What follows belongs to an exercise in optimizing a design on an open flow for small area and few clock cycles; a production flow would make more cautious choices. Where RTL was checked, it was by simulation tests only, not by an equivalence proof against the original. Only the layout flow was run in runs 4 to 9; the RTL was not checked for function there. Power figures rest on the tool's default switching activity, not on a simulated workload.

File: design/flow/config.mk
export PLATFORM = sky130hd
export DESIGN_NAME = F
export DESIGN_NICKNAME = F
export VERILOG_FILES = /design/flow/design.v
export SDC_FILE = /design/flow/constraint.sdc
export NUM_CORES = 4
export LEC_CHECK = 0
export CAP_MARGIN = 20
export CORE_MARGIN = 2
export CORE_UTILIZATION = 55
export CTS_BUF_LIST = sky130_fd_sc_hd__clkbuf_2
export CTS_CLUSTER_DIAMETER = 200
export CTS_CLUSTER_SIZE = 20
export PLACE_DENSITY = 0.5
export SLEW_MARGIN = 20
File: design/flow/constraint.sdc
create_clock -name core_clock -period 8.0 [get_ports {clk}]
set_input_delay 1.6000 -clock core_clock [delete_from_list [all_inputs] [get_ports {clk}]]
set_output_delay 1.6000 -clock core_clock [all_outputs]
set_load 0.01 [all_outputs]
File: design/flow/design.v
module BUFFER(input [DATA_WIDTH-1:0] data_in,
					input clk,
					input ce,
					input rst,
					output [DATA_WIDTH-1:0] data_out
);
parameter DATA_DEPTH = 4;
parameter DATA_WIDTH = 32;
reg [DATA_DEPTH-1:0] shift_reg [DATA_WIDTH-1:0];
genvar i;
generate
	for (i=0; i < DATA_WIDTH; i=i+1) begin: buffer
		always @(posedge clk) begin
			if (rst==1'b1) begin
				shift_reg[i] <= 0;
			end else begin
				if (ce) begin
					if (DATA_DEPTH<2) begin
						shift_reg[i] <= data_in[i];
					end else begin
						shift_reg[i] <= {shift_reg[i][DATA_DEPTH-2:0], data_in[i]};
					end
				end
			end
		end
		assign data_out[i] = shift_reg[i][DATA_DEPTH-1:DATA_DEPTH-1];
	end
endgenerate
endmodule
`timescale 1ns / 1ps
module F(
    input empty,
    input [15:0] iu,
    input [15:0] iv,
    input [15:0] offset,
    input [PRECISION-1:0] indatar,
    input [PRECISION-1:0] indatai,
    output read,
    output valid,
    output [15:0] gind,
    output [15:0] cind,
    output [PRECISION-1:0] outdatar,
    output [PRECISION-1:0] outdatai,
    input clk,
    input rst
    );
	parameter PRECISION = 32;
	parameter GSIZE = 32;
	parameter SUPPORT = 7;
	parameter SSIZE = 2*SUPPORT+1;
	reg [3:0] k;	 
	wire last = (k == SSIZE - 1);
	always @(posedge clk)
		if (rst)
			k <= 0;
		else if (!empty)
			k <= last ? 4'd0 : k + 4'd1;
	function [16:0] radd(input [15:0] a, input [15:0] b, input ci);
		integer i;
		reg c;
		begin
			c = ci;
			for (i = 0; i < 16; i = i + 1) begin
				radd[i] = a[i] ^ b[i] ^ c;
				c = (a[i] & b[i]) | (c & (a[i] ^ b[i]));
			end
			radd[16] = c;
		end
	endfunction
	function [31:0] csa(input [15:0] a, input [15:0] b, input [15:0] c);
		csa = {(a & b) | (a & c) | (b & c), a ^ b ^ c};
	endfunction
	function [16:0] padd(input [15:0] a, input [15:0] b, input ci);
		reg [15:0] g, p, gg, pp;
		integer i, j, l;
		begin
			g = a & b;
			p = a ^ b;
			gg = g;
			pp = p;
			gg[0] = g[0] | (p[0] & ci);
			for (l = 0; l < 4; l = l + 1)
				for (i = 0; i < 16; i = i + 1)
					if ((i >> l) & 1) begin
						j = ((i >> (l + 1)) << (l + 1)) + (1 << l) - 1;
						gg[i] = gg[i] | (pp[i] & gg[j]);
						pp[i] = pp[i] & pp[j];
					end
			padd = {gg[15], p ^ {gg[14:0], ci}};
		end
	endfunction
	wire [3:0] n0 = offset[3:0], n1 = offset[7:4], n2 = offset[11:8], n3 = offset[15:12];
	wire [31:0] t = csa(n1, n2, n3);			 
	wire [31:0] sc = csa(t[3:0], {t[19:16], 1'b0}, n0);
	wire [16:0] s = padd(sc[4:0], {sc[20:16], 1'b0}, 1'b0);	 
	reg [2:0] c;
	always @(*)
		case (s[5:0])
			0, 1, 2, 3, 4, 5, 6, 7, 8, 9, 10, 11, 12, 13, 14: c = 3'd0;
			15, 16, 17, 18, 19, 20, 21, 22, 23, 24, 25, 26, 27, 28, 29: c = 3'd1;
			30, 31, 32, 33, 34, 35, 36, 37, 38, 39, 40, 41, 42, 43, 44: c = 3'd2;
			45, 46, 47, 48, 49, 50, 51, 52, 53, 54, 55, 56, 57, 58, 59: c = 3'd3;
			default: c = 3'd4;
		endcase
	wire [31:0] dc = csa(t[3:0], {t[19:16], 1'b0}, k);
	wire [16:0] d = padd(dc[4:0], {dc[20:16], 1'b0}, 1'b0);	 
	wire [16:0] u = radd({n3, n3}, n2, 1'b0);		 
	wire [16:0] bh = padd(u[8:0], d[5:4], 1'b0);
	wire [16:0] q = padd({bh[8:0], d[3:0]}, c, 1'b0);
	assign cind = {3'd0, q[12:0]};
	assign valid = !empty;
	assign read = !empty && last;
	wire [16:0] gl = radd(iu[4:0], 5'd25, 1'b0);
	wire [31:0] g1 = csa(iv[10:0], iu[15:5], 11'h7ff);
	wire [31:0] g2 = csa(g1[10:0], {g1[25:16], 1'b0}, k);
	wire [16:0] gh = radd(g2[10:0], {g2[25:16], 1'b0}, gl[5]);
	assign gind = {gh[10:0], gl[4:0]};
	assign outdatar = indatar;
	assign outdatai = indatai;
endmodule
File: design/flow/flow/run.sh
#!/bin/bash
# Standard layout with two changes to synthesis: adders stay plain gates
# (no full/half-adder cells) and ABC maps with flow/abc.script.
# Each tool's output goes to a log file in the work folder.
set -e
W=$(pwd)
{ head -n 1 synth_recipe.tcl; cat flow/abc_proc.tcl; tail -n +2 synth_recipe.tcl; } > own_synth.tcl
export MY_ABC_SCRIPT=$W/flow/abc.script MY_ABC_D=4500
bash standard.sh ADDER_MAP_FILE= SYNTH_SCRIPT=$W/own_synth.tcl BUFFER_PORTS_ARGS="-buffer_cell sky130_fd_sc_hd__buf_1" finish > standard.log 2>&1
File: design/flow/flow/abc.script
strash; dch; amap; topo; stime -c
File: design/flow/flow/abc_proc.tcl
# Own ABC script for technology mapping: synth.tcl calls abc with its
# -script and -D; this replaces the script with $MY_ABC_SCRIPT, in which
# {D} stands for the delay target $MY_ABC_D (ps).
proc abc {args} {
  set f [open $::env(MY_ABC_SCRIPT) r]
  set s [string map [list "{D}" $::env(MY_ABC_D)] [read $f]]
  close $f
  set script $::env(OBJECTS_DIR)/own_abc.script
  set f [open $script w]
  puts $f $s
  close $f
  set out {}
  for {set i 0} {$i < [llength $args]} {incr i} {
    set a [lindex $args $i]
    if {$a eq "-script"} { incr i; lappend out -script $script; continue }
    if {$a eq "-D"} { incr i; continue }
    lappend out $a
  }
  yosys abc {*}$out
}
File: design/flow/standard.sh
#!/bin/bash
# synth_recipe.tcl (not shown) runs the flow's synth.tcl, then flattens the netlist and writes it again
# the make line also repeats each setting of config.mk as NAME=value (left out here)
make -C /OpenROAD-flow-scripts/flow DESIGN_CONFIG=/design/flow/config.mk WORK_HOME=/design/flow/orfs CLKGATE_MAP_FILE= SYNTH_SCRIPT=/design/flow/synth_recipe.tcl "${@:-finish}"
==> out/results.tsv, run 1 <==
metric	value	unit
drcViolationCount	0	
avgRoutedWirePerCell	11.1	um
ys.flop_type	dfxtp_1	
ant_nets	0	
drv_cap	0	
clock_latency	0.21	ns
antenna_found_initial	0	
ys_warn_count	1	
peakVddDrop	64.8	uV
clockBufferDepth	2	
drt_iter0_drc	60	
viasPerCell	5.19	
p_leak	0.705	nW
placed_area	1970	um^2
initial_core_util	0.574	
slowest_delay	0.26	ns
slew_violations	0	
gp_congestion	0.821	
swShare	0.582	
dr.pass1.iters	6	
setup_tns	0	ns
hold_viol_final	0	
multiInputGateArea	1430	um^2
async_flop_share	0	
finalWorstSetupSlack	0.702	ns
clk_pin_slew_worst_paths	0.05	ns
setup_viol	0	
holdWs	0.584	ns
critPathKind	input port to output port	
outcome	timing/DRC/antenna clean	
required	6.40	ns
num_rows	22	
vias	2394	
grt_pass1_wl	8170	um
grt-ovfl-total	0	
p_per_area	136	nW/um^2
fin_nets	530	
skew	0.00956	ns
cts_tree	built	
period_minus_slack	7.30	ns
regMostFlops	k	
setup.worst_path.start_class	input port	
hpwl	4500	um
fin_crit_sh	0.912	
comb_power_share	0.849	
p_clk_frac	0.069	
largest_reg_flops	4	
internal_power	0.000113	W
drive_above_1_share	0.0145	
cp_max_fo	5	
avgSynthCellArea	5.31	um^2
dieArea	4360	um^2
cp_num_buf_inv	7	
grt_pass1_vias	1978	
rsz0062_at_grt	false	
yosys.cell_types.count	28	
ioPinCount	213	
synthesis.area	2120	um^2
wl	5100	um
portBuffers	76	
grt_usage	0.234	
hp-class	register to register	
finish.instance_area	1990	um^2
synth_cells	399	
critPathTopFamily	simple AND/OR/NAND/NOR gates	
worst_setup_path_end_kind	output port	
synth_seq_cells	4	
cts-htree-levels	1	
clock_sinks	4	
worstPathArrival	5.70	ns
regArea	80.1	um^2
crit_slowest_cell	a211o_1	
fillers	428	
grt_max_degree	9	
syn_to_final_growth	-6.09	%
die_h	66.0	um
synth-seq-area-share	0.0378	
reg.largest.list	k: 4 flops	
synth_edf_count	0	
coreArea	3690	um^2
fmax	137	MHz
dpl_worst_slack	0.523	ns
power_frac_seq	0.082	
die_w	66.0	um
root_buffer	clkbuf_2	
diodes	0	
cts_hold_buf	0	
numCtsBuffers	3	
p_switching	0.000157	W
[power groups by stage]
stage | registers [W] | logic (W) | clock network (W)
2_1_floorplan | 0.0000220 | 0.000200 | 0
3_3_place_gp | 0.0000226 | 0.000224 | 0
3_5_place_dp | 0.0000226 | 0.000226 | 0
4_1_cts | 0.0000222 | 0.000228 | 0.0000199
5_1_grt | 0.0000223 | 0.000264 | 0.0000222
6_report | 0.0000222 | 0.000229 | 0.0000186
[worst register-to-register path: stages (launching register included)]
cell	delay, ns
dfxtp_1	0.42
clkinv_1	0.23
nor3_1	0.33
nand2_1	0.11
o21ai_0	0.08
nor3_1	0.06
[metal layers]
| layer | global-route usage | vias up | wire [um] |
|---|---|---|---|
| met3 | 0.0647 | 20 | 440 |
| li1 | - | 1338 | - |
| met1 | 0.270 | 936 | 2210 |
| met2 | 0.410 | 100 | 2300 |
| met4 | 0.0816 | 0 | 141 |
| met5 | 0 | - | 0 |
[cell usage in the layout (no fill, tap or decap), types with 6 or more instances in the layout]
cell / n
and2_0: 6
o21a_1: 9
nor2_1: 81
nand2_1: 47
buf_1: 75
o21ai_1: 6
nor3_1: 6
a21oi_1: 64
o21ai_0: 42
o22ai_1: 13
clkinv_1: 30
[Yosys cell counts (all sizes together) (2+ instances only)]
cell / n / area [um^2]
dfxtp: 4 / 80.1
o22ai: 13 / 81.3
and2: 6 / 37.5
a21oi: 64 / 320
o21ai: 48 / 240
nand2: 47 / 176
nand3: 2 / 10.0
nor2b: 4 / 25.0
nor2: 82 / 308
nor3: 6 / 30.0
buf: 67 / 503
a21o: 3 / 22.5
clkinv: 30 / 113
o21a: 9 / 67.6
[logic make-up (layout without fill, tap and decap cells)]
family | Yosys count | after routing | share of synthesized area
and+or+nand+nor | 153 | 153 | 0.297
AOI/OAI and AO/OA | 144 | 144 | 0.373
buffers and inverters | 97 | 109 | 0.291
DFF | 4 | 4 | 0.0378
other | 1 | 3 | 0.00177
[final timing paths]
| path | startpoint | end | slack, ns | cells after the start |
|---|---|---|---|---|
| setup / recovery | offset[13] | cind[9] | 0.70 | 31 |
| hold / removal | k[2] | k[3] | 0.58 | 2 |
| setup reg to reg | k[1] | k[2] | 6.64 | 5 |
| hold reg to reg | k[2] | k[3] | 0.58 | 2 |
[through the flow]
step           cells  total power (W)  utilization
2_1_floorplan    401         0.000222            -
3_3_place_gp     458         0.000246        0.533
3_5_place_dp     458         0.000249        0.533
4_1_cts          461         0.000270        0.537
5_1_grt          461         0.000308        0.539
6_report         461         0.000270        0.539
[repair_timing]
action	4_1_cts	5_1_grt
gates resized for setup	0	9
buffers inserted	0	0
setup endpoints to repair	0	8
[area by class of cell]
class,instances,share of cell area
Inverter,30,0.0566
Timing Repair Buffer,76,0.144
Multi-Input combinational cell,300,0.721
Tap cell,48,0.0302
Clock buffer,3,0.00755
Sequential cell,4,0.0403
Testbench counts, summed over its fixed seeds: cycles 21,630.
==> inputs of run 2 (changes only) <==
--- a/design/flow/config.mk
+++ b/design/flow/config.mk
@@ -12,4 +12,4 @@
 export CTS_CLUSTER_DIAMETER = 200
 export CTS_CLUSTER_SIZE = 20
-export PLACE_DENSITY = 0.5
+export PLACE_DENSITY = 0.75
 export SLEW_MARGIN = 20
==> run 2 against run 1 <==
Non-clock buffer count unchanged. Maximum frequency decreased by 0.74%. Register-to-register slack improved by 0.02 ns. Global-route usage fell by 2.0 points. Largest power group unchanged.
==> out/results.tsv, run 2 <==
metric	value	unit
cp_common_cell	nand2_1	
largest_reg_flops	4	
peakVddDrop	46.3	uV
die_h	66.0	um
synth_edf_count	0	
worst_setup_path_end_kind	output port	
initial_core_util	0.574	
fillers	386	
cts-htree-levels	1	
drcViolationCount	0	
clockBufferDepth	2	
numCtsBuffers	3	
synth-seq-area-share	0.0378	
critPathKind	input port to output port	
hp-class	register to register	
gp_congestion	0.822	
cts_setup_buffers	0	
yosys-top-cells-count	82 x nor2_1, 67 x buf_4, 64 x a21oi_1	
ant_nets	0	
final_cell_mix	82 x nor2_1, 76 x buf_1, 64 x a21oi_1	
grt_pass1_vias	1948	
antenna_found_initial	0	
final_util	0.540	
final_common_cell	nor2_1	
worstPathArrival	5.75	ns
cp_max_fo	5	
regMostFlops	k	
yosys.area.top_type	buf_4	
hold_viol_final	0	
vias	2456	
drv_cap	0	
cts_hold_buf	0	
avgRoutedWirePerCell	10.5	um
period_minus_slack	7.35	ns
min_from	k[1]	
ioPinCount	213	
setup_viol	0	
outcome	timing/DRC/antenna clean	
p_per_area	134	nW/um^2
die_w	66.0	um
coreArea	3690	um^2
grt-ovfl-total	0	
reg2reg_slack	6.66	ns
drt_iter0_drc	75	
fmax	136	MHz
reg.largest.list	k: 4 flops	
root_buffer	clkbuf_2	
r2r_cells	5	
ys.flop_type	dfxtp_1	
synth_most_common_cell	nor2_1	
yosys.cell_types.count	28	
fin_nets	530	
skew	0.00585	ns
cts_tree	built	
required	6.40	ns
avgSynthCellArea	5.31	um^2
drive_above_1_share	0.0121	
num_rows	22	
cts_resized	0	
crit_slowest_cell	or3b_1	
grt_pass1_wl	7660	um
reg2reg_from	k[1]	
worstReg2RegEnd	k[2]	
yosys.area.top_type_share	0.238	
fin_crit_sh	0.919	
critPathTopFamily	simple AND/OR/NAND/NOR gates	
rsz0062_at_grt	false	
slowest_delay	0.37	ns
dieArea	4360	um^2
synth_cells	399	
synth_top_cells_by_area	buf_4 24%, a21oi_1 15%, nor2_1 15%	
dr.pass1.iters	4	
ys_warn_count	1	
hpwl	4220	um
wl	4850	um
clk_pin_slew_worst_paths	0.04	ns
portBuffers	76	
setup_tns	0	ns
synthesis.area	2120	um^2
viasPerCell	5.33	
p_leak	0.705	nW
syn_to_final_growth	-5.97	%
setup.worst_path.start_class	input port	
whs_endpoint	k[1]	
clock_sinks	4	
synth_seq_cells	4	
slew_violations	0	
grt_usage	0.214	
diodes	0	
grt_max_degree	9	
clock_latency	0.21	ns
holdPathStages	2	
cp_num_buf_inv	7	
async_flop_share	0	
==> run 2: cell counts after synthesis <==
Identical to the previous run, type by type.
==> run 2: where the power goes <==
group | total [W] | internal [W] | leakage, nW | switching, W
Clock | 0.0000181 | 0.0000101 | 0.0125 | 0.00000802
Sequential | 0.0000222 | 0.0000209 | 0.0327 | 0.00000127
Combinational | 0.000226 | 0.0000816 | 0.659 | 0.000144
==> run 2: layout make-up <==
cell class	count	area, um^2	area share
timing repair buffer	76	285	0.143
inverter	30	113	0.0566
clock buffer	3	15.0	0.00754
multi-input combinational	300	1440	0.722
sequential	4	80.1	0.0402
tap	48	60.1	0.0302
==> run 2: metal layers <==
| layer | global-route usage | share of wire |
|---|---|---|
| met5 | 0 | 0 |
| met2 | 0.410 | 0.48 |
| met1 | 0.223 | 0.40 |
| met3 | 0.0511 | 0.096 |
| met4 | 0.0765 | 0.021 |
==> run 2: per-stage QoR <==
step,worst slack [ns],total power (W),instance area (um^2),hold WS [ns],std cells
2_1_floorplan,1.17,0.000222,2120,0.505,401
3_3_place_gp,0.684,0.000242,1970,0.554,458
3_5_place_dp,0.537,0.000247,1970,0.570,458
4_1_cts,0.522,0.000266,1980,0.575,461
5_1_grt,0.0112,0.000302,1990,0.597,461
6_report,0.648,0.000266,1990,0.579,461
==> run 2: worst register-to-register path, cell delays in order (launching register included) <==
cell and delay [ns]:
dfxtp_1 0.41, clkinv_1 0.22, nor3_1 0.34, nand2_1 0.11, o21ai_0 0.08, nor3_1 0.06
==> run 2: kinds of logic (layout without fill, tap and decap cells) <==
kind of cell           Yosys count  count (layout)  synth area share
and+or+nand+nor                153             153             0.297
AOI/OAI and AO/OA              144             144             0.373
buffers and inverters           97             109             0.291
DFF                              4               4            0.0378
other                            1               3           0.00177
==> run 2: how the worst max path moves through the flow <==
stage / slack, ns / end / cells past startpoint / start
after floorplan: 1.17 / cind[12] / 24 / offset[9]
after global placement: 0.68 / cind[10] / 29 / offset[14]
after detailed placement: 0.54 / cind[9] / 30 / offset[13]
after CTS: 0.52 / cind[9] / 30 / offset[13]
after global routing: 0.01 / cind[9] / 31 / offset[13]
final: 0.65 / cind[9] / 31 / offset[13]
==> inputs of run 3 (changes only) <==
--- a/design/flow/config.mk
+++ b/design/flow/config.mk
@@ -6,5 +6,5 @@
 export NUM_CORES = 4
 export LEC_CHECK = 0
-export CAP_MARGIN = 20
+export CAP_MARGIN = 0
 export CORE_MARGIN = 2
 export CORE_UTILIZATION = 55
@@ -12,4 +12,3 @@
 export CTS_CLUSTER_DIAMETER = 200
 export CTS_CLUSTER_SIZE = 20
-export PLACE_DENSITY = 0.75
-export SLEW_MARGIN = 20
+export SLEW_MARGIN = 0
==> run 3 against run 2 <==
Register-to-register slack about the same. Die area unchanged. Via count decreased by 2.2%. Maximum frequency fell by 0.11%. Sequential share of layout area about the same. Hold slack about the same. First-iteration DRC count shrank 35%. Flip-flop and latch count did not move. Synthesized area did not move. Combinational power hardly changed. Non-clock buffer count unchanged. Critical endpoint is now cind[10].
==> out/results.tsv, run 3 <==
metric	value	unit
ioPinCount	213	
drive_above_1_share	0.00969	
gp_congestion	0.830	
period_minus_slack	7.36	ns
clock_sinks	4	
min_from	k[1]	
synth_most_common_cell	nor2_1	
peakVddDrop	53.2	uV
ys.flop_type	dfxtp_1	
p_leak	0.702	nW
reg2reg_slack	6.66	ns
r2r_cells	5	
grt-ovfl-total	0	
fin_crit_sh	0.920	
num_rows	22	
clockBufferDepth	2	
ant_nets	0	
synthesis.area	2120	um^2
dieArea	4360	um^2
setup_tns	0	ns
hp-class	register to register	
fmax	136	MHz
grt_usage	0.224	
synth_seq_cells	4	
cts_hold_buf	0	
synth_edf_count	0	
drv_cap	0	
coreArea	3690	um^2
slowest_delay	0.38	ns
yosys-top-cells-count	82 x nor2_1, 67 x buf_4, 64 x a21oi_1	
initial_core_util	0.574	
wl	4940	um
rsz0062_at_grt	false	
clock_latency	0.23	ns
synth-seq-area-share	0.0378	
reg.largest.list	k: 4 flops	
numCtsBuffers	3	
yosys.cell_types.count	28	
required	6.40	ns
clk_pin_slew_worst_paths	0.04	ns
worstReg2RegEnd	k[2]	
setup_viol	0	
p_per_area	136	nW/um^2
crit_slowest_cell	or3b_1	
grt_pass1_vias	1959	
die_w	66.0	um
fillers	433	
hpwl	4370	um
final_cell_mix	82 x nor2_1, 76 x buf_1, 64 x a21oi_1	
syn_to_final_growth	-6.26	%
final_common_cell	nor2_1	
drt_iter0_drc	49	
worstPathArrival	5.76	ns
ys_warn_count	1	
vias	2402	
drcViolationCount	0	
worst_setup_path_end_kind	output port	
cp-startpoint	offset[13]	
async_flop_share	0	
crit_end	cind[10]	
reg2reg_from	k[1]	
holdWs	0.579	ns
yosys.area.top_type_share	0.238	
viasPerCell	5.21	
cts_tree	built	
skew	0.00878	ns
setup.worst_path.start_class	input port	
synth_cells	399	
cp_max_fo	5	
grt_max_degree	9	
critPathKind	input port to output port	
diodes	0	
slew_violations	0	
grt_pass1_wl	7930	um
avgRoutedWirePerCell	10.7	um
cts-htree-levels	1	
die_h	66.0	um
yosys.area.top_type	buf_4	
hold_viol_final	0	
synth_top_cells_by_area	buf_4 24%, a21oi_1 15%, nor2_1 15%	
portBuffers	76	
root_buffer	clkbuf_2	
antenna_found_initial	0	
outcome	timing/DRC/antenna clean	
regMostFlops	k	
dr.pass1.iters	4	
avgSynthCellArea	5.31	um^2
fin_nets	530	
largest_reg_flops	4	
run 3: layer usage:
layer  track usage  vias to the layer above  share of wire
li1              -                     1343              -
met1         0.259                      938           0.44
met2         0.398                      102           0.44
met3        0.0562                       19          0.091
met4        0.0765                        0          0.027
met5             0                        -              0
run 3: worst max-delay path: cells and delay by family:
family / cells / cell delay (ns)
AOI/OAI and AO/OA: 9 / 1.56
buffers and inverters: 7 / 0.81
and+or+nand+nor: 12 / 1.77
run 3: cell families (layout without fill, tap and decap cells):
group / after synthesis / count (layout) / synth area share
AND/OR/NAND/NOR: 153 / 153 / 0.297
AO/OA/AOI/OAI: 144 / 144 / 0.373
other: 1 / 3 / 0.00177
buffers and inverters: 97 / 109 / 0.291
flip-flops: 4 / 4 / 0.0378
run 3: stage by stage:
stage | instance area (um^2) | power (W) | utilization | cells | setup slack (ns)
4_1_cts | 1980 | 0.000269 | 0.537 | 461 | 0.566
3_5_place_dp | 1970 | 0.000248 | 0.533 | 458 | 0.581
3_3_place_gp | 1970 | 0.000246 | 0.533 | 458 | 0.641
6_report | 1980 | 0.000269 | 0.538 | 461 | 0.640
2_1_floorplan | 2120 | 0.000222 | - | 401 | 1.17
5_1_grt | 1980 | 0.000303 | 0.538 | 461 | 0.0168
run 3: final cells by class:
| class | count | area, um^2 | area share |
|---|---|---|---|
| clock buffers | 3 | 15.0 | 0.00757 |
| well taps | 48 | 60.1 | 0.0303 |
| repair buffers | 76 | 285 | 0.144 |
| multi-input cells | 300 | 1430 | 0.721 |
| inverters | 30 | 113 | 0.0567 |
| flip-flops and latches | 4 | 80.1 | 0.0404 |
run 3: timing repair:
| action | 4_1_cts | 5_1_grt |
|---|---|---|
| endpoints found under the setup margin | 0 | 6 |
| gates resized for setup | 0 | 5 |
| buffers inserted | 0 | 0 |
run 3: how the worst min path moves through the flow:
| stage | to | slack (ns) | depth (start not counted) |
|---|---|---|---|
| final | k[1] | 0.58 | 2 |
| after global routing | k[1] | 0.62 | 2 |
| after CTS | k[3] | 0.58 | 2 |
| after detailed placement | k[1] | 0.56 | 2 |
| after global placement | k[0] | 0.57 | 2 |
| after floorplan | k[0] | 0.50 | 2 |
run 3: power breakdown:
part,leakage [nW],internal [W],switching (W),total (W)
clock network,0.0125,0.0000101,0.0000105,0.0000206
logic,0.657,0.0000815,0.000145,0.000227
registers,0.0327,0.0000208,0.00000124,0.0000221
total,0.702,0.000112,0.000157,0.000269
==> inputs of run 4 (changes only) <==
--- a/design/flow/design.v
+++ b/design/flow/design.v
@@ -91,6 +91,6 @@
 	endfunction
 	wire [3:0] n0 = offset[3:0], n1 = offset[7:4], n2 = offset[11:8], n3 = offset[15:12];
-	wire [31:0] t = csa(n1, n2, n3);			 
-	wire [31:0] sc = csa(t[3:0], {t[19:16], 1'b0}, n0);
+	wire [16:0] a = padd(n2, n3, 1'b0);			 
+	wire [31:0] sc = csa(n0, n1, a[4:0]);
 	wire [16:0] s = padd(sc[4:0], {sc[20:16], 1'b0}, 1'b0);	 
 	reg [2:0] c;
@@ -103,8 +103,8 @@
 			default: c = 3'd4;
 		endcase
-	wire [31:0] dc = csa(t[3:0], {t[19:16], 1'b0}, k);
+	wire [31:0] dc = csa(n1, a[4:0], k);
 	wire [16:0] d = padd(dc[4:0], {dc[20:16], 1'b0}, 1'b0);	 
-	wire [16:0] u = radd({n3, n3}, n2, 1'b0);		 
-	wire [16:0] bh = padd(u[8:0], d[5:4], 1'b0);
+	wire [16:0] u = radd(n3, a[4], 1'b0);			 
+	wire [16:0] bh = padd({u[4:0], a[3:0]}, d[5:4], 1'b0);
 	wire [16:0] q = padd({bh[8:0], d[3:0]}, c, 1'b0);
 	assign cind = {3'd0, q[12:0]};
--- a/design/flow/config.mk
+++ b/design/flow/config.mk
@@ -6,5 +6,5 @@
 export NUM_CORES = 4
 export LEC_CHECK = 0
-export CAP_MARGIN = 0
+export CAP_MARGIN = 20
 export CORE_MARGIN = 2
 export CORE_UTILIZATION = 55
@@ -12,3 +12,3 @@
 export CTS_CLUSTER_DIAMETER = 200
 export CTS_CLUSTER_SIZE = 20
-export SLEW_MARGIN = 0
+export SLEW_MARGIN = 20
==> run 4 against run 3 <==
Largest power group unchanged. Clock power decreased by 13%. Power increased by 12%. Global-route usage increased by 2.7 points. Final cell count increased by 0.22%. Highest routed layer unchanged. First-iteration DRC count increased by 12%. Die area decreased by 2.5%.
==> out/results.tsv, run 4 <==
metric	value	unit
fin_nets	531	
viasPerCell	5.06	
diodes	0	
hold_viol_final	0	
drive_above_1_share	0.0725	
synth-adder-area-share	0	
avgSynthCellArea	5.34	um^2
ys_warn_count	1	
p_leak	0.752	nW
setup_viol	0	
placed_cells	458	
wl	5750	um
clk_pin_slew_worst_paths	0.05	ns
final_util	0.570	
placed_area	2010	um^2
synth_cells	386	
cts-htree-levels	1	
setup_tns	0	ns
avgRoutedWirePerCell	12.4	um
clock_latency	0.21	ns
stdcell_count	462	
grt_pass1_wl	8250	um
hp-class	register to register	
regMostFlops	k	
crit_slowest_cell	a22oi_2	
drv_cap	0	
clock_sinks	4	
synth_top_family_by_area	compound AO/OA/AOI/OAI gates	
holdPathStages	2	
synth-xor-area-share	0	
root_buffer	clkbuf_2	
portBuffers	76	
synth_most_common_cell	nor2_1	
ant_nets	0	
synth_top_cells_by_area	buf_4 24%, a21oi_1 15%, nor2_1 15%	
initial_core_util	0.567	
synth_edf_count	0	
gp_congestion	0.770	
cts_hold_buf	0	
yosys.area.top_type_share	0.244	
largest_reg_flops	4	
r2r_cells	6	
hpwl	5140	um
num_rows	22	
grt-ovfl-total	0	
dr.pass1.iters	5	
p_per_area	145	nW/um^2
period_minus_slack	7.48	ns
clockBufferDepth	2	
synthesis.area	2060	um^2
slowest_delay	0.20	ns
fin_crit_sh	0.935	
dieArea	4250	um^2
worstPathArrival	5.88	ns
async_flop_share	0	
synth_compound_area_frac	0.367	
setup.worst_path.start_class	input port	
skew	0.00642	ns
coreArea	3630	um^2
reg.largest.list	k: 4 flops	
relSlewSlack	0.574	
final_common_cell	nor2_1	
reg2reg_slack	6.42	ns
cp_max_fo	6	
worst_setup_path_end_kind	output port	
peakVddDrop	136	uV
yosys.area_share.simple	0.290	
drt_iter0_drc	55	
cp_common_cell	nor2_1	
final_cell_mix	79 x nor2_1, 74 x buf_1, 56 x a21oi_1	
fmax	134	MHz
grt_max_degree	8	
yosys-top-cells-count	81 x nor2_1, 67 x buf_4, 61 x a21oi_1	
tightest_slew	0.633	ns
slew_violations	0	
syn_to_final_growth	0.425	%
ys.flop_type	dfxtp_1	
finalWorstSetupSlack	0.516	ns
die_h	65.2	um
yosys.area.top_type	buf_4	
yosys.cell_types.count	27	
ioPinCount	213	
finish.instance_area	2070	um^2
synth_seq_cells	4	
outcome	timing/DRC/antenna clean	
numCtsBuffers	3	
required	6.40	ns
dpl_worst_slack	0.0705	ns
cts_tree	built	
vias	2336	
drcViolationCount	0	
antenna_found_initial	0	
critPathKind	input port to output port	
grt_usage	0.251	
grt_pass1_vias	1829	
fillers	438	
die_w	65.2	um
synth-seq-area-share	0.0389	
muxShareOfSynthArea	0	
## run 4: changes by cell type after synthesis, moves of 2 or more
cell and change:
a2111oi_0 +3, o21ai_0 -5, a21o_1 -2, o22ai_1 -11
nor2b_1 +4, nand2_1 -4, clkinv_1 +2, a21oi_1 -3
a31oi_1 +7, nor3_1 -3, a22oi_1 +3
## run 4: routing by layer
metal	GRT usage	wire length [um]	up-vias
met5	0	0	-
met4	0.0859	188	0
met3	0.187	989	18
met2	0.429	2530	96
met1	0.230	2040	910
li1	-	-	1312
## run 4: layout make-up
class                   instances  area (um^2)  share of cell area
clock buffers                   3         15.0             0.00726
inverters                      32          120              0.0580
multi-input cells             285         1400               0.677
flip-flops and latches          4         80.1              0.0387
well taps                      48         60.1              0.0290
repair buffers                 90          393               0.190
## run 4: cell families (layout without fill, tap and decap cells)
logic type,Yosys count,after routing
AO/OA/AOI/OAI,136,136
buffers and inverters,99,125
flip-flops,4,4
other,1,3
AND/OR/NAND/NOR,146,146
## run 4: final timing paths
path,start,to
max,offset[13],cind[11]
min,k[3],k[3]
max reg2reg,k[0],k[2]
min reg2reg,k[3],k[3]
## run 4: worst max-delay path: cells and delay by family
kind                   cells  cell delay (ns)
and+or+nand+nor           16             1.86
AOI/OAI and AO/OA         12             1.70
buffers and inverters      6             0.74
## run 4: what timing repair did
item,in CTS,in global routing
buffers inserted,0,1
resized for setup,0,19
endpoints found under the setup margin,0,10
## run 4: stage by stage
step | total power, W | hold slack [ns]
detailed placement | 0.000272 | 0.567
global route | 0.000336 | 0.603
CTS | 0.000291 | 0.577
finish | 0.000301 | 0.576
global placement | 0.000268 | 0.567
floorplan | 0.000223 | 0.520
## run 4: power breakdown
| group | internal, W | total, W | switching [W] |
|---|---|---|---|
| clock network | 0.0000101 | 0.0000180 | 0.00000795 |
| logic | 0.000106 | 0.000261 | 0.000155 |
| registers | 0.0000209 | 0.0000218 | 0.000000887 |
| total | 0.000137 | 0.000301 | 0.000164 |
==> inputs of run 5 (changes only) <==
--- a/design/flow/design.v
+++ b/design/flow/design.v
@@ -105,5 +105,5 @@
 	wire [31:0] dc = csa(n1, a[4:0], k);
 	wire [16:0] d = padd(dc[4:0], {dc[20:16], 1'b0}, 1'b0);	 
-	wire [16:0] u = radd(n3, a[4], 1'b0);			 
+	wire [16:0] u = padd(n3, a[4], 1'b0);			 
 	wire [16:0] bh = padd({u[4:0], a[3:0]}, d[5:4], 1'b0);
 	wire [16:0] q = padd({bh[8:0], d[3:0]}, c, 1'b0);
==> run 5 against run 4 <==
Still clean. Sequential share of layout area down 0.11 points. Critical path depth is 1 lower. Final cell count rose by 1.7%. Clock power up 5%. Register-to-register slack better by 0.18 ns. Flip-flop and latch count unchanged. Sequential power hardly changed. First-iteration DRC count grew 56%. Synthesized area decreased by 0.24%. Setup slack better by 0.032 ns. Utilization increased by 1.7 points. Critical endpoint is now cind[10]. Highest routed layer unchanged.
==> out/results.tsv, run 5 <==
metric	value	unit
grt_pass1_vias	2022	
clk_pin_slew_worst_paths	0.04	ns
antenna_found_initial	0	
p_per_area	147	nW/um^2
required	6.40	ns
reg.largest.list	k: 4 flops	
drcViolationCount	0	
worst_setup_path_end_kind	output port	
syn_to_final_growth	3.71	%
avgRoutedWirePerCell	10.7	um
largest_reg_flops	4	
clock_sinks	4	
period_minus_slack	7.45	ns
grt-ovfl-total	0	
fillers	387	
yosys.area.top_type	buf_4	
p_leak	0.774	nW
die_h	65.1	um
wl	5010	um
clockBufferDepth	2	
p_switching	0.000172	W
vias	2430	
cp_max_fo	4	
synth_most_common_cell	nor2_1	
internal_power	0.000141	W
setup.worst_path.start_class	input port	
fin_nets	539	
comb_power_share	0.870	
hp-class	register to register	
yosys.area.top_type_share	0.245	
synth_edf_count	0	
cts_tree	built	
hpwl	4300	um
cp_common_cell	nor2_1	
skew	0.00137	ns
fmax	134	MHz
power_frac_seq	0.069	
dieArea	4240	um^2
swShare	0.550	
drt_iter0_drc	86	
synth_seq_cells	4	
final_common_cell	nor2_1	
wl_met2	2400	um
clock_latency	0.21	ns
drv_cap	0	
cts-htree-levels	1	
yosys-top-cells-count	81 x nor2_1, 67 x a21oi_1, 67 x buf_4	
hold_viol_final	0	
async_flop_share	0	
final_cell_mix	77 x nor2_1, 75 x buf_1, 63 x a21oi_1	
num_rows	22	
tightest_slew	0.551	ns
avgSynthCellArea	5.31	um^2
ioPinCount	213	
drive_above_1_share	0.0924	
viasPerCell	5.17	
placed_area	2040	um^2
die_w	65.1	um
grt_max_degree	10	
critPathKind	input port to output port	
setup_viol	0	
ys.flop_type	dfxtp_1	
wl_met1	2090	um
yosys.cell_types.count	27	
regMostFlops	k	
grt_pass1_wl	8100	um
synth-seq-area-share	0.0390	
finish.instance_area	2130	um^2
crit_slowest_cell	o21ai_1	
routed.top_layer	met4	
setup_tns	0	ns
fin_crit_sh	0.931	
ys_warn_count	1	
synthesis.area	2060	um^2
coreArea	3630	um^2
dr.pass1.iters	4	
numCtsBuffers	3	
worstPathArrival	5.85	ns
portBuffers	76	
ant_nets	0	
route.met3.wl	497	um
grt_usage	0.234	
relSlewSlack	0.629	
outcome	timing/DRC/antenna clean	
gp_congestion	0.778	
p_clk_frac	0.060	
slew_violations	0	
synth_cells	387	
diodes	0	
root_buffer	clkbuf_2	
synth_top_cells_by_area	buf_4 24%, a21oi_1 16%, nor2_1 15%	
peakVddDrop	54.4	uV
slowest_delay	0.22	ns
initial_core_util	0.566	
==> run 5: cell count changes after synthesis, sizes merged, moves of 2 or more <==
cell,delta
a21oi,+6
and2,-2
clkinv,+2
nand2,-3
o21a,-3
==> run 5: cell type report <==
| cell class | count | area, um^2 | area share |
|---|---|---|---|
| flip-flops and latches | 4 | 80.1 | 0.0376 |
| well taps | 48 | 60.1 | 0.0282 |
| inverters | 34 | 128 | 0.0599 |
| multi-input cells | 284 | 1410 | 0.659 |
| clock buffers | 3 | 15.0 | 0.00704 |
| repair buffers | 97 | 444 | 0.208 |
==> run 5: through the flow <==
stage | hold slack (ns) | worst slack (ns) | std cells | total power, W | util
2_1_floorplan | 0.499 | 0.487 | 389 | 0.000223 | -
3_3_place_gp | 0.526 | 0.125 | 464 | 0.000274 | 0.562
3_5_place_dp | 0.531 | 0.121 | 464 | 0.000277 | 0.562
4_1_cts | 0.535 | 0.0591 | 467 | 0.000298 | 0.566
5_1_grt | 0.573 | -0.0274 | 470 | 0.000351 | 0.587
6_report | 0.551 | 0.548 | 470 | 0.000313 | 0.587
==> run 5: cell families (layout without fill, tap and decap cells) <==
family,Yosys count,count (layout),share of synthesized area
AO/OA/AOI/OAI,139,139,0.370
buffers and inverters,101,134,0.307
flip-flops,4,4,0.0390
other,1,3,0.00182
AND/OR/NAND/NOR,142,142,0.282
==> run 5: worst paths after layout <==
kind	slack, ns	from	endpoint	depth (start not counted)
max	0.55	offset[13]	cind[10]	33
max reg2reg	6.60	k[1]	k[0]	3
min reg2reg	0.55	k[2]	k[2]	2
min	0.55	k[2]	k[2]	2
==> run 5: worst max-delay path, delay by kind of cell <==
family,cells,cell delay (ns)
AO/OA/AOI/OAI,13,1.93
AND/OR/NAND/NOR,13,1.45
buffers and inverters,7,0.87
==> run 5: what timing repair did <==
| item | 4_1_cts | 5_1_grt |
|---|---|---|
| resized for setup | 0 | 19 |
| buffers inserted | 0 | 3 |
| setup endpoints to repair | 0 | 9 |
| hold buffers | 0 | 0 |
==> run 5: power by group through the flow <==
stage / Combinational (W) / Sequential (W) / Clock, W
floorplan: 0.000202 / 0.0000218 / 0
global placement: 0.000252 / 0.0000220 / 0
detailed placement: 0.000255 / 0.0000220 / 0
CTS: 0.000257 / 0.0000216 / 0.0000190
global route: 0.000308 / 0.0000218 / 0.0000213
finish: 0.000272 / 0.0000216 / 0.0000189
==> run 5: routing by layer <==
| metal | track usage | vias to the layer above |
|---|---|---|
| li1 | - | 1331 |
| met1 | 0.278 | 986 |
| met2 | 0.416 | 105 |
| met3 | 0.0685 | 8 |
| met4 | 0.0495 | 0 |
| met5 | 0 | - |
==> inputs of run 6 (changes only) <==
--- a/design/flow/design.v
+++ b/design/flow/design.v
@@ -92,6 +92,6 @@
 	wire [3:0] n0 = offset[3:0], n1 = offset[7:4], n2 = offset[11:8], n3 = offset[15:12];
 	wire [16:0] a = padd(n2, n3, 1'b0);			 
-	wire [31:0] sc = csa(n0, n1, a[4:0]);
-	wire [16:0] s = padd(sc[4:0], {sc[20:16], 1'b0}, 1'b0);	 
+	wire [16:0] p = padd(n0, n1, 1'b0);			 
+	wire [16:0] s = padd(p[4:0], a[4:0], 1'b0);		 
 	reg [2:0] c;
 	always @(*)
@@ -105,5 +105,5 @@
 	wire [31:0] dc = csa(n1, a[4:0], k);
 	wire [16:0] d = padd(dc[4:0], {dc[20:16], 1'b0}, 1'b0);	 
-	wire [16:0] u = padd(n3, a[4], 1'b0);			 
+	wire [16:0] u = radd(n3, a[4], 1'b0);			 
 	wire [16:0] bh = padd({u[4:0], a[3:0]}, d[5:4], 1'b0);
 	wire [16:0] q = padd({bh[8:0], d[3:0]}, c, 1'b0);
==> run 6 against run 5 <==
Global-route usage up 1.5 points. Synthesized cell count unchanged. Critical endpoint is now cind[12]. Hold slack better by 0.020 ns. Largest cell class unchanged. Clock skew up 0.0050 ns. Register-to-register slack better by 0.06 ns. Flip-flop and latch count unchanged.
==> out/results.tsv, run 6 <==
metric	value	unit
outcome	timing/DRC/antenna clean	
grt_max_degree	11	
routed.top_layer	met4	
synth-xor-area-share	0	
die_h	65.5	um
internal_power	0.000121	W
synth_edf_count	0	
synth_top_cells_by_area	buf_4 24%, nor2_1 14%, a21oi_1 13%	
wl_met1	2090	um
wl	5560	um
worstPathArrival	5.77	ns
fin_crit_sh	0.921	
wl_met2	2700	um
ys.flop_type	dfxtp_1	
holdWs	0.571	ns
worst_setup_path_end_kind	output port	
grt_pass1_wl	8270	um
clockBufferDepth	2	
async_flop_share	0	
drt_iter0_drc	90	
syn_to_final_growth	-3.73	%
relSlewSlack	0.652	
dr.pass1.iters	4	
regMostFlops	k	
setup.worst_path.start_class	input port	
drcViolationCount	0	
slowest_delay	0.20	ns
yosys.cell_types.count	25	
gp_congestion	0.811	
required	6.40	ns
fin_nets	522	
hpwl	4900	um
final_cell_mix	76 x nor2_1, 76 x buf_1, 55 x nand2_1	
period_minus_slack	7.37	ns
clock_sinks	4	
hold_viol_final	0	
drv_cap	0	
drive_above_1_share	0.0370	
synth_cells	387	
dieArea	4290	um^2
p_clk_frac	0.072	
route.met3.wl	727	um
muxShareOfSynthArea	0	
synth-adder-area-share	0	
power	0.000285	W
clk_pin_slew_worst_paths	0.06	ns
initial_core_util	0.568	
tightest_slew	0.517	ns
avgSynthCellArea	5.38	um^2
yosys-top-cells-count	77 x nor2_1, 67 x buf_4, 55 x nand2_1	
synth_seq_cells	4	
setup_tns	0	ns
grt_usage	0.249	
vias	2312	
synth_most_common_cell	nor2_1	
p_leak	0.770	nW
peakVddDrop	53.3	uV
clock_latency	0.23	ns
slew_violations	0	
p_per_area	142	nW/um^2
cp_common_cell	nand2_1	
root_buffer	clkbuf_2	
power_frac_seq	0.077	
grt-ovfl-total	0	
numCtsBuffers	3	
avgRoutedWirePerCell	12.3	um
num_rows	22	
cts_tree	built	
synth_top_family_by_area	compound AO/OA/AOI/OAI gates	
rsz0062_at_grt	false	
largest_reg_flops	4	
critPathKind	input port to output port	
synth-seq-area-share	0.0385	
coreArea	3660	um^2
antenna_found_initial	0	
grt_pass1_vias	1870	
yosys.area.top_type_share	0.242	
yosys.area_share.simple	0.305	
synthesis.area	2080	um^2
skew	0.00635	ns
reg.largest.list	k: 4 flops	
ant_nets	0	
finish.instance_area	2000	um^2
reg2reg_slack	6.66	ns
cts_setup_buffers	0	
ys_warn_count	1	
crit_slowest_cell	nor4_2	
hp-class	register to register	
yosys.area.top_type	buf_4	
fmax	136	MHz
ioPinCount	213	
fillers	460	
diodes	0	
cp_max_fo	4	
die_w	65.5	um
placed_area	1960	um^2
setup_viol	0	
p_switching	0.000164	W
swShare	0.575	
portBuffers	76	
cts-htree-levels	1	
viasPerCell	5.10	
synth_compound_area_frac	0.362	
comb_power_share	0.850	
-- run 6: cell types whose count changed after synthesis, sizes merged, moves of 5 or more --
cell,previous run,this run
nand2,40,55
a21oi,67,54
o21a,7,19
o21ai,43,33
clkinv,34,28
o22ai,2,7
-- run 6: layout make-up --
cell class | instances | area (um^2) | area share
multi-input cells | 290 | 1430 | 0.713
repair buffers | 80 | 315 | 0.157
inverters | 28 | 105 | 0.0525
flip-flops and latches | 4 | 80.1 | 0.0400
well taps | 48 | 60.1 | 0.0300
clock buffers | 3 | 15.0 | 0.00750
-- run 6: kinds of logic after synthesis --
logic type	Yosys count
and+or+nand+nor	156
AOI/OAI and AO/OA	131
buffers and inverters	95
DFF	4
other	1
-- run 6: metal layers --
layer  vias to the layer above  GRT usage
li1                       1299          -
met2                       101      0.449
met3                         7      0.132
met5                         -          0
met1                       905      0.252
met4                         0     0.0573
-- run 6: power groups by stage --
| stage | Combinational, W | Sequential, W | Clock [W] |
|---|---|---|---|
| after CTS | 0.000234 | 0.0000221 | 0.0000205 |
| after detailed placement | 0.000233 | 0.0000225 | 0 |
| final | 0.000242 | 0.0000220 | 0.0000206 |
| after global routing | 0.000275 | 0.0000224 | 0.0000209 |
| after floorplan | 0.000203 | 0.0000222 | 0 |
| after global placement | 0.000231 | 0.0000225 | 0 |
-- run 6: worst paths after layout --
path | from | depth (start not counted) | end
max reg2reg | k[1] | 3 | k[2]
min | k[0] | 2 | k[0]
min reg2reg | k[0] | 2 | k[0]
max | offset[13] | 31 | cind[12]
-- run 6: critical path: cells and delay by family --
kind / cells / cell delay (ns)
buffers and inverters: 4 / 0.53
AOI/OAI and AO/OA: 10 / 1.65
and+or+nand+nor: 17 / 1.99
-- run 6: stage by stage --
stage / std cells / setup slack [ns] / utilization
detailed placement: 450 / 0.349 / 0.536
CTS: 453 / 0.322 / 0.540
global route: 453 / 0.0127 / 0.547
finish: 453 / 0.629 / 0.547
global placement: 450 / 0.413 / 0.536
floorplan: 389 / 1.06 / -
-- run 6: repair_timing --
action / in CTS / in global routing
resized for setup: 0 / 13
hold buffers: 0 / 0
endpoints found under the setup margin: 0 / 6
==> inputs of run 7 (changes only) <==
--- a/design/flow/config.mk
+++ b/design/flow/config.mk
@@ -12,3 +12,4 @@
 export CTS_CLUSTER_DIAMETER = 200
 export CTS_CLUSTER_SIZE = 20
+export GPL_TIMING_DRIVEN = 0
 export SLEW_MARGIN = 20
==> run 7 against run 6 <==
Routed wire length is 11% higher. Die area stayed put. Synthesized area did not move. First-iteration DRC count is 40% higher. Final cell count rose by 28%. Register-to-register slack lost 0.02 ns. Combinational power rose by 19%. Critical path depth shrank 2. Power grew 16%. Hold slack improved by 0.0065 ns. Non-clock buffer count increased by 127. Largest cell class unchanged.
==> out/results.tsv, run 7 <==
metric	value	unit
drcViolationCount	0	
drv_cap	0	
grt_max_degree	11	
final_util	0.746	
die_w	65.5	um
reg2reg_slack	6.64	ns
gp_congestion	0.827	
viasPerCell	5.04	
numCtsBuffers	3	
avgRoutedWirePerCell	10.6	um
r2r_cells	3	
critPathKind	input port to output port	
drt_iter0_drc	126	
grt_pass1_vias	2282	
holdWs	0.577	ns
dieArea	4290	um^2
peakVddDrop	57.2	uV
required	6.40	ns
yosys.cell_types.count	25	
reg.largest.list	k: 4 flops	
fmax	134	MHz
synthesis.area	2080	um^2
worstReg2RegEnd	k[2]	
synth_top_cells_by_area	buf_4 24%, nor2_1 14%, a21oi_1 13%	
crit_slowest_cell	buf_1	
yosys-top-cells-count	77 x nor2_1, 67 x buf_4, 55 x nand2_1	
fin_nets	649	
avgSynthCellArea	5.38	um^2
period_minus_slack	7.46	ns
setup_tns	0	ns
tightest_slew	0.765	ns
cts_tree	built	
largest_reg_flops	4	
grt_usage	0.263	
min_from	k[0]	
skew	0.00771	ns
worstPathArrival	5.86	ns
hold_viol_final	0	
synth-seq-area-share	0.0385	
yosys.area.top_type_share	0.242	
ant_nets	0	
outcome	timing/DRC/antenna clean	
cts-htree-levels	1	
setup_viol	0	
worst_setup_path_end_kind	output port	
vias	2926	
synth_most_common_cell	nor2_1	
final_cell_mix	140 x buf_1, 76 x nor2_1, 67 x buf_4	
die_h	65.5	um
hp-class	register to register	
antenna_found_initial	0	
ioPinCount	213	
wl	6170	um
p_leak	1.15	nW
rsz0062_at_grt	false	
setup.worst_path.start_class	input port	
syn_to_final_growth	31.2	%
grt-ovfl-total	0	
reg2reg_from	k[1]	
slew_violations	0	
placed_cells	577	
fin_crit_sh	0.932	
p_per_area	121	nW/um^2
dpl_worst_slack	0.160	ns
dr.pass1.iters	4	
relSlewSlack	0.485	
cp_max_fo	4	
grt_pass1_wl	9140	um
finalWorstSetupSlack	0.541	ns
clock_latency	0.23	ns
cp_common_cell	nand2_1	
holdPathStages	2	
ys_warn_count	1	
cp_num_buf_inv	4	
synth_edf_count	0	
clock_sinks	4	
critPathTopFamily	simple AND/OR/NAND/NOR gates	
slowest_delay	0.21	ns
synth_cells	387	
cts_setup_buffers	0	
coreArea	3660	um^2
diodes	0	
root_buffer	clkbuf_2	
yosys.area.top_type	buf_4	
clk_pin_slew_worst_paths	0.05	ns
regMostFlops	k	
ys.flop_type	dfxtp_1	
final_common_cell	buf_1	
portBuffers	140	
stdcell_count	580	
num_rows	22	
async_flop_share	0	
synth_seq_cells	4	
clockBufferDepth	2	
drive_above_1_share	0.148	
initial_core_util	0.568	
whs_endpoint	k[0]	
hpwl	5470	um
[run 7: cell counts after synthesis]
No cell type changed its count.
[run 7: power breakdown]
| group | total (W) | internal [W] | switching, W |
|---|---|---|---|
| logic | 0.000289 | 0.000115 | 0.000174 |
| clock network | 0.0000203 | 0.0000101 | 0.0000102 |
| registers | 0.0000221 | 0.0000208 | 0.00000126 |
[run 7: cell type report]
class                      count  area (um^2)
buffer                        67          503
clock buffer                   3         15.0
fill                         361          931
inverter                      28          105
multi-input combinational    290         1440
sequential                     4         80.1
tap                           48         60.1
timing repair buffer         140          526
[run 7: cells by family (layout without fill, tap and decap cells)]
logic type	Yosys count	after routing	synth area share
compound gates	131	131	0.362
flops	4	4	0.0385
other cells	1	3	0.00180
buf+inv	95	238	0.292
simple gates	156	156	0.305
[run 7: stage by stage]
stage	area, um^2	total power (W)
finish	2730	0.000331
global route	2730	0.000365
CTS	2690	0.000321
detailed placement	2670	0.000300
global placement	2670	0.000295
floorplan	2090	0.000225
[run 7: worst reg2reg max path: stages (launching register included)]
cell	delay, ns
dfxtp_1	0.41
clkinv_1	0.19
nor4_1	0.53
nor4_1	0.11
[run 7: timing repair]
item,in CTS,in global routing
setup endpoints to repair,0,5
gates resized for setup,0,16
hold buffers,0,0
hold endpoints to repair,0,0
[run 7: worst max path at each step]
stage,from,end,slack (ns),cells past startpoint
floorplan,offset[13],cind[12],1.06,26
global placement,offset[13],cind[12],0.27,26
detailed placement,offset[13],cind[12],0.16,26
CTS,offset[13],cind[12],0.14,27
global route,offset[13],cind[12],0.0006,32
finish,offset[5],cind[12],0.54,29
[run 7: routing by layer]
| layer | vias up | routed length (um) | global-route usage |
|---|---|---|---|
| li1 | 1554 | - | - |
| met1 | 1253 | 2490 | 0.309 |
| met2 | 110 | 3170 | 0.492 |
| met3 | 9 | 393 | 0.0325 |
| met4 | 0 | 105 | 0.0781 |
| met5 | - | 0 | 0 |
==> inputs of run 8 (changes only) <==
--- a/design/flow/config.mk
+++ b/design/flow/config.mk
@@ -6,5 +6,5 @@
 export NUM_CORES = 4
 export LEC_CHECK = 0
-export CAP_MARGIN = 20
+export CAP_MARGIN = 0
 export CORE_MARGIN = 2
 export CORE_UTILIZATION = 55
@@ -12,4 +12,3 @@
 export CTS_CLUSTER_DIAMETER = 200
 export CTS_CLUSTER_SIZE = 20
-export GPL_TIMING_DRIVEN = 0
-export SLEW_MARGIN = 20
+export SLEW_MARGIN = 0
==> run 8 against run 7 <==
Still clean. Clock skew decreased by 0.0014 ns. Setup slack better by 0.088 ns. Count of clock-buffer cells in the layout unchanged. Power fell by 14%. Via count is 21% lower. Maximum frequency rose by 1.2%. Die area stayed put. Global-route usage shrank 1.4 points. Critical path type unchanged.
==> out/results.tsv, run 8 <==
metric	value	unit
outcome	timing/DRC/antenna clean	
vias	2312	
drv_cap	0	
synth_top_cells_by_area	buf_4 24%, nor2_1 14%, a21oi_1 13%	
num_rows	22	
fmax	136	MHz
yosys.area.top_type	buf_4	
clock_latency	0.23	ns
fin_crit_sh	0.921	
portBuffers	76	
die_h	65.5	um
cts_setup_buffers	0	
synth_seq_cells	4	
final_util	0.547	
synth_cells	387	
cp_common_cell	nand2_1	
gp_congestion	0.811	
async_flop_share	0	
clk_pin_slew_worst_paths	0.06	ns
wl_met2	2700	um
placed_cells	450	
placed_area	1960	um^2
dpl_worst_slack	0.349	ns
setup.worst_path.start_class	input port	
slew_violations	0	
grt_max_degree	11	
die_w	65.5	um
fin_nets	522	
grt_pass1_vias	1870	
largest_reg_flops	4	
hold_viol_final	0	
drcViolationCount	0	
initial_core_util	0.568	
drive_above_1_share	0.0370	
p_per_area	142	nW/um^2
viasPerCell	5.10	
required	6.40	ns
wl_met1	2090	um
peakVddDrop	53.3	uV
clockBufferDepth	2	
reg.largest.list	k: 4 flops	
routed.top_layer	met4	
relSlewSlack	0.652	
dr.pass1.iters	4	
cts_tree	built	
worst_setup_path_end_kind	output port	
avgRoutedWirePerCell	12.3	um
ys.flop_type	dfxtp_1	
grt-ovfl-total	0	
stdcell_count	453	
drt_iter0_drc	90	
cp_max_fo	4	
grt_pass1_wl	8270	um
synth_edf_count	0	
final_cell_mix	76 x nor2_1, 76 x buf_1, 55 x nand2_1	
skew	0.00635	ns
grt_usage	0.249	
critPathKind	input port to output port	
setup_viol	0	
synth_most_common_cell	nor2_1	
synth-seq-area-share	0.0385	
yosys.cell_types.count	25	
cts-htree-levels	1	
hpwl	4900	um
coreArea	3660	um^2
p_leak	0.770	nW
period_minus_slack	7.37	ns
ioPinCount	213	
crit_slowest_cell	nor4_2	
dieArea	4290	um^2
synthesis.area	2080	um^2
finalWorstSetupSlack	0.629	ns
finish.instance_area	2000	um^2
syn_to_final_growth	-3.73	%
root_buffer	clkbuf_2	
worstPathArrival	5.77	ns
diodes	0	
numCtsBuffers	3	
wl	5560	um
ant_nets	0	
antenna_found_initial	0	
clock_sinks	4	
slowest_delay	0.20	ns
yosys-top-cells-count	77 x nor2_1, 67 x buf_4, 55 x nand2_1	
avgSynthCellArea	5.38	um^2
hp-class	register to register	
reg2reg_slack	6.66	ns
rsz0062_at_grt	false	
setup_tns	0	ns
yosys.area.top_type_share	0.242	
tightest_slew	0.517	ns
ys_warn_count	1	
regMostFlops	k	
route.met3.wl	727	um
## run 8: changes by cell type in the layout (fill, tap and decap cells not counted)
cell	delta
o21ai_2	-2
o21ai_0	+1
nor3_2	+1
o21ai_1	+1
nor3_1	-1
buf_4	-63
nor2b_1	-1
nor2b_2	+1
a22oi_2	-1
buf_1	-64
a22oi_1	+1
nor4_4	-1
nor4_2	+1
## run 8: path summary, 6_finish.rpt
path	depth (start not counted)	end	start
worst max-delay path	31	cind[12]	offset[13]
worst min-delay path	2	k[0]	k[0]
worst max register to register	3	k[2]	k[1]
worst min register to register	2	k[0]	k[0]
## run 8: area by class of cell
class / instances / area (um^2)
inverters: 28 / 105
clock buffers: 3 / 15.0
flip-flops and latches: 4 / 80.1
repair buffers: 80 / 315
well taps: 48 / 60.1
multi-input cells: 290 / 1430
fillers: 460 / 1660
## run 8: repair_timing
item | in CTS | in global routing
gates resized for setup | 0 | 13
endpoints found under the setup margin | 0 | 6
hold buffers | 0 | 0
## run 8: metal layers
metal,vias to the layer above,track usage
li1,1299,-
met1,905,0.252
met2,101,0.449
met3,7,0.132
met4,0,0.0573
met5,-,0
## run 8: power breakdown
group / leakage, nW / switching (W) / internal [W]
Clock: 0.0125 / 0.0000105 / 0.0000101
Combinational: 0.725 / 0.000152 / 0.0000903
Sequential: 0.0327 / 0.00000124 / 0.0000208
## run 8: kinds of logic after synthesis
family | share of synthesized area
simple gates | 0.305
compound gates | 0.362
flops | 0.0385
buf+inv | 0.292
other cells | 0.00180
## run 8: metrics by stage
step	hold WS (ns)	power (W)
5_1_grt	0.621	0.000319
3_3_place_gp	0.552	0.000253
2_1_floorplan	0.521	0.000225
3_5_place_dp	0.563	0.000255
4_1_cts	0.573	0.000277
6_report	0.571	0.000285
## run 8: worst max-delay path: cells and delay by family
family / cells / cell delay [ns]
buf+inv: 4 / 0.53
simple gates: 17 / 1.99
compound gates: 10 / 1.65
==> inputs of run 9 (changes only) <==
--- a/design/flow/design.v
+++ b/design/flow/design.v
@@ -106,7 +106,7 @@
 	wire [16:0] d = padd(dc[4:0], {dc[20:16], 1'b0}, 1'b0);	 
 	wire [16:0] u = radd(n3, a[4], 1'b0);			 
-	wire [16:0] bh = padd({u[4:0], a[3:0]}, d[5:4], 1'b0);
-	wire [16:0] q = padd({bh[8:0], d[3:0]}, c, 1'b0);
-	assign cind = {3'd0, q[12:0]};
+	wire [16:0] w = padd(d[5:0], c, 1'b0);			 
+	wire [16:0] bh = padd({u[4:0], a[3:0]}, w[5:4], 1'b0);
+	assign cind = {3'd0, bh[8:0], w[3:0]};
 	assign valid = !empty;
 	assign read = !empty && last;
--- a/design/flow/config.mk
+++ b/design/flow/config.mk
@@ -6,5 +6,5 @@
 export NUM_CORES = 4
 export LEC_CHECK = 0
-export CAP_MARGIN = 0
+export CAP_MARGIN = 20
 export CORE_MARGIN = 2
 export CORE_UTILIZATION = 55
@@ -12,3 +12,3 @@
 export CTS_CLUSTER_DIAMETER = 200
 export CTS_CLUSTER_SIZE = 20
-export SLEW_MARGIN = 0
+export SLEW_MARGIN = 20
==> run 9 against run 8 <==
Maximum frequency down 4.7%. Still clean on timing, DRC and antenna. Combinational power up 19%. Hold slack worse by 0.020 ns. Highest routed layer unchanged. Register-to-register slack about the same. Critical path depth up 6. Via count up 2.3%. Count of clock-buffer cells in the layout unchanged. Clock power down 8%.
==> out/results.tsv, run 9 <==
metric	value	unit
async_flop_share	0	
fmax	129	MHz
peakVddDrop	121	uV
relSlewSlack	0.671	
power_frac_seq	0.067	
coreArea	3420	um^2
ant_nets	0	
slowest_delay	0.26	ns
period_minus_slack	7.73	ns
syn_to_final_growth	9.49	%
drive_above_1_share	0.163	
crit_slowest_cell	a211oi_2	
grt-ovfl-total	0	
p_per_area	151	nW/um^2
worst_setup_path_end_kind	output port	
comb_power_share	0.875	
clock_sinks	4	
grt_usage	0.229	
grt_pass1_vias	1810	
gp_congestion	0.858	
whs_endpoint	k[3]	
tightest_slew	0.489	ns
fin_crit_sh	0.966	
root_buffer	clkbuf_2	
numCtsBuffers	3	
r2r_cells	4	
skew	0.00229	ns
p_switching	0.000174	W
final_util	0.638	
finalWorstSetupSlack	0.268	ns
avgSynthCellArea	5.39	um^2
cts_hold_buf	0	
reg.largest.list	k: 4 flops	
grtUsageMet3	0.104	
swShare	0.531	
worstPathArrival	6.13	ns
antenna_found_initial	0	
hold_viol_final	0	
cp_num_buf_inv	5	
synth_most_common_cell	nor2_1	
met1_usage	0.250	
cts-htree-levels	1	
reg2reg_from	k[2]	
ioPinCount	213	
outcome	timing/DRC/antenna clean	
yosys.area.top_type	buf_4	
diodes	0	
drcViolationCount	0	
grt_max_degree	8	
synthesis.area	1990	um^2
cp_common_cell	nand2_1	
drv_cap	0	
vias	2366	
setup_viol	0	
yosys.area.top_type_share	0.253	
hpwl	4560	um
min_from	k[3]	
largest_reg_flops	4	
ys.flop_type	dfxtp_1	
drt_iter0_drc	74	
num_rows	21	
dpl_worst_slack	-0.242	ns
synth-seq-area-share	0.0402	
synth_seq_cells	4	
grt_pass1_wl	7730	um
holdWs	0.551	ns
ys_warn_count	1	
viasPerCell	5.17	
clockBufferDepth	2	
yosys-top-cells-count	69 x nor2_1, 67 x buf_4, 53 x a21oi_1	
required	6.40	ns
regMostFlops	k	
dieArea	4120	um^2
cts_tree	built	
slew_violations	0	
reg2reg_slack	6.67	ns
use_met2	0.413	
final_cell_mix	71 x buf_1, 63 x nor2_1, 51 x a21oi_1	
power	0.000328	W
fin_nets	529	
internal_power	0.000154	W
dr.pass1.iters	5	
critPathKind	input port to output port	
p_leak	0.869	nW
cp_max_fo	3	
setup.worst_path.start_class	input port	
fillers	363	
portBuffers	76	
hp-class	register to register	
die_w	64.2	um
synth_edf_count	0	
synth_top_cells_by_area	buf_4 25%, a21oi_1 13%, nor2_1 13%	
clock_latency	0.21	ns
wl	5380	um
top_usage_layer	met2	
synth_cells	369	
yosys.cell_types.count	23	
p_clk_frac	0.058	
holdPathStages	2	
die_h	64.2	um
initial_core_util	0.583	
critPathTopFamily	compound AO/OA/AOI/OAI gates	
final_common_cell	buf_1	
avgRoutedWirePerCell	11.8	um
clk_pin_slew_worst_paths	0.04	ns
worstReg2RegEnd	k[0]	
[run 9: changes by cell type in the layout (fill, tap and decap cells not counted), sizes merged, moves of 4 or more]
cell	delta
buf	+20
nor2	-8
clkbuf	+5
nand2	-4
o21a	-4
[run 9: kinds of logic (layout without fill, tap and decap cells)]
group,count (synthesis),count (layout),share of synthesized area
buf+inv,95,136,0.305
other cells,1,3,0.00188
simple gates,142,142,0.291
compound gates,127,127,0.361
flops,4,4,0.0402
[run 9: routing by layer]
layer | up-vias | share of wire | wire, um
met1 | 944 | 0.39 | 2080
met4 | 0 | 0.0050 | 27
met3 | 6 | 0.12 | 653
li1 | 1287 | - | -
met2 | 129 | 0.49 | 2620
met5 | - | 0 | 0
[run 9: final cells by class]
class / count / area [um^2] / area share
clock buffer: 3 / 15.0 / 0.00689
timing repair buffer: 105 / 509 / 0.234
sequential: 4 / 80.1 / 0.0367
multi-input combinational: 272 / 1410 / 0.648
tap: 46 / 57.6 / 0.0264
inverter: 28 / 105 / 0.0482
[run 9: what timing repair did]
action,in CTS,in global routing
pin swaps,0,16
resized for setup,5,41
setup endpoints to repair,4,7
setup buffers,0,2
[run 9: through the flow]
step | cells | setup TNS [ns] | area (um^2)
CTS | 456 | 0 | 2070
finish | 458 | 0 | 2180
global route | 458 | -0.777 | 2180
global placement | 453 | -0.584 | 2040
floorplan | 371 | 0 | 2000
detailed placement | 453 | -0.709 | 2040
[run 9: power by group through the flow]
| stage | Combinational [W] | Sequential (W) | Clock, W |
|---|---|---|---|
| final | 0.000287 | 0.0000220 | 0.0000189 |
| after global routing | 0.000320 | 0.0000221 | 0.0000211 |
| after CTS | 0.000265 | 0.0000220 | 0.0000192 |
| after detailed placement | 0.000259 | 0.0000223 | 0 |
| after global placement | 0.000256 | 0.0000224 | 0 |
| after floorplan | 0.000196 | 0.0000220 | 0 |
[run 9: how the worst max path moves through the flow]
stage                from        to  slack (ns)  cells after the start
2_1_floorplan  offset[13]  cind[11]        0.29                     35
3_3_place_gp   offset[13]  cind[12]       -0.21                     37
3_5_place_dp   offset[13]  cind[12]       -0.24                     37
4_1_cts        offset[13]  cind[12]        0.02                     38
5_1_grt         offset[9]  cind[11]       -0.23                     38
6_report        offset[9]  cind[11]        0.27                     37
[run 9: tightest hold or removal path: cells and delay by family, from the launching register on]
family | cells | cell delay [ns]
AOI/OAI and AO/OA | 1 | 0.05
DFF | 1 | 0.37
buffers and inverters | 1 | 0.08

-- re-timing with driven ports --
Ports are ideal in the flow. The routed layouts listed here were re-timed in OpenROAD. Step 1 assumes that a clkbuf_16 drives the clock port and a buf_2 every other input. Step 2 moves the port delays by t, midway between the first and last clock arrival at a register: inputs arrive t later, outputs are due t later. That takes back most of the time a late clock gives input paths. Slacks: ideal ports / drivers / drivers and shift; pairs: ideal ports / drivers.
| run | t (ns) | slack for setup (ns) | worst setup path after step 2 | clock arrival spread, ns | slew at the worst register clock pin (ns) |
|---|---|---|---|---|---|
| run 1 | 0.229 | 0.702 / 0.673 / 0.673 | input to output | 0.009 / 0.010 | 0.05 / 0.05 |
| run 2 | 0.220 | 0.648 / 0.625 / 0.625 | input to output | 0.006 / 0.006 | 0.05 / 0.05 |
| run 3 | 0.247 | 0.640 / 0.612 / 0.612 | input to output | 0.009 / 0.009 | 0.05 / 0.05 |
| run 4 | 0.222 | 0.516 / 0.495 / 0.495 | input to output | 0.006 / 0.007 | 0.05 / 0.05 |
| run 5 | 0.230 | 0.548 / 0.528 / 0.528 | input to output | 0.002 / 0.001 | 0.05 / 0.05 |
| run 6 | 0.242 | 0.629 / 0.605 / 0.605 | input to output | 0.006 / 0.007 | 0.06 / 0.06 |
| run 7 | 0.243 | 0.541 / 0.515 / 0.515 | input to output | 0.008 / 0.007 | 0.05 / 0.05 |
| run 8 | 0.242 | 0.629 / 0.605 / 0.605 | input to output | 0.006 / 0.007 | 0.06 / 0.06 |
| run 9 | 0.231 | 0.268 / 0.245 / 0.245 | input to output | 0.003 / 0.002 | 0.04 / 0.04 |
After both steps setup and hold are still met in every run listed. For run 1, which loses most, drivers alone change the setup slack by -0.029 ns; drivers and shift together by -0.029 ns.
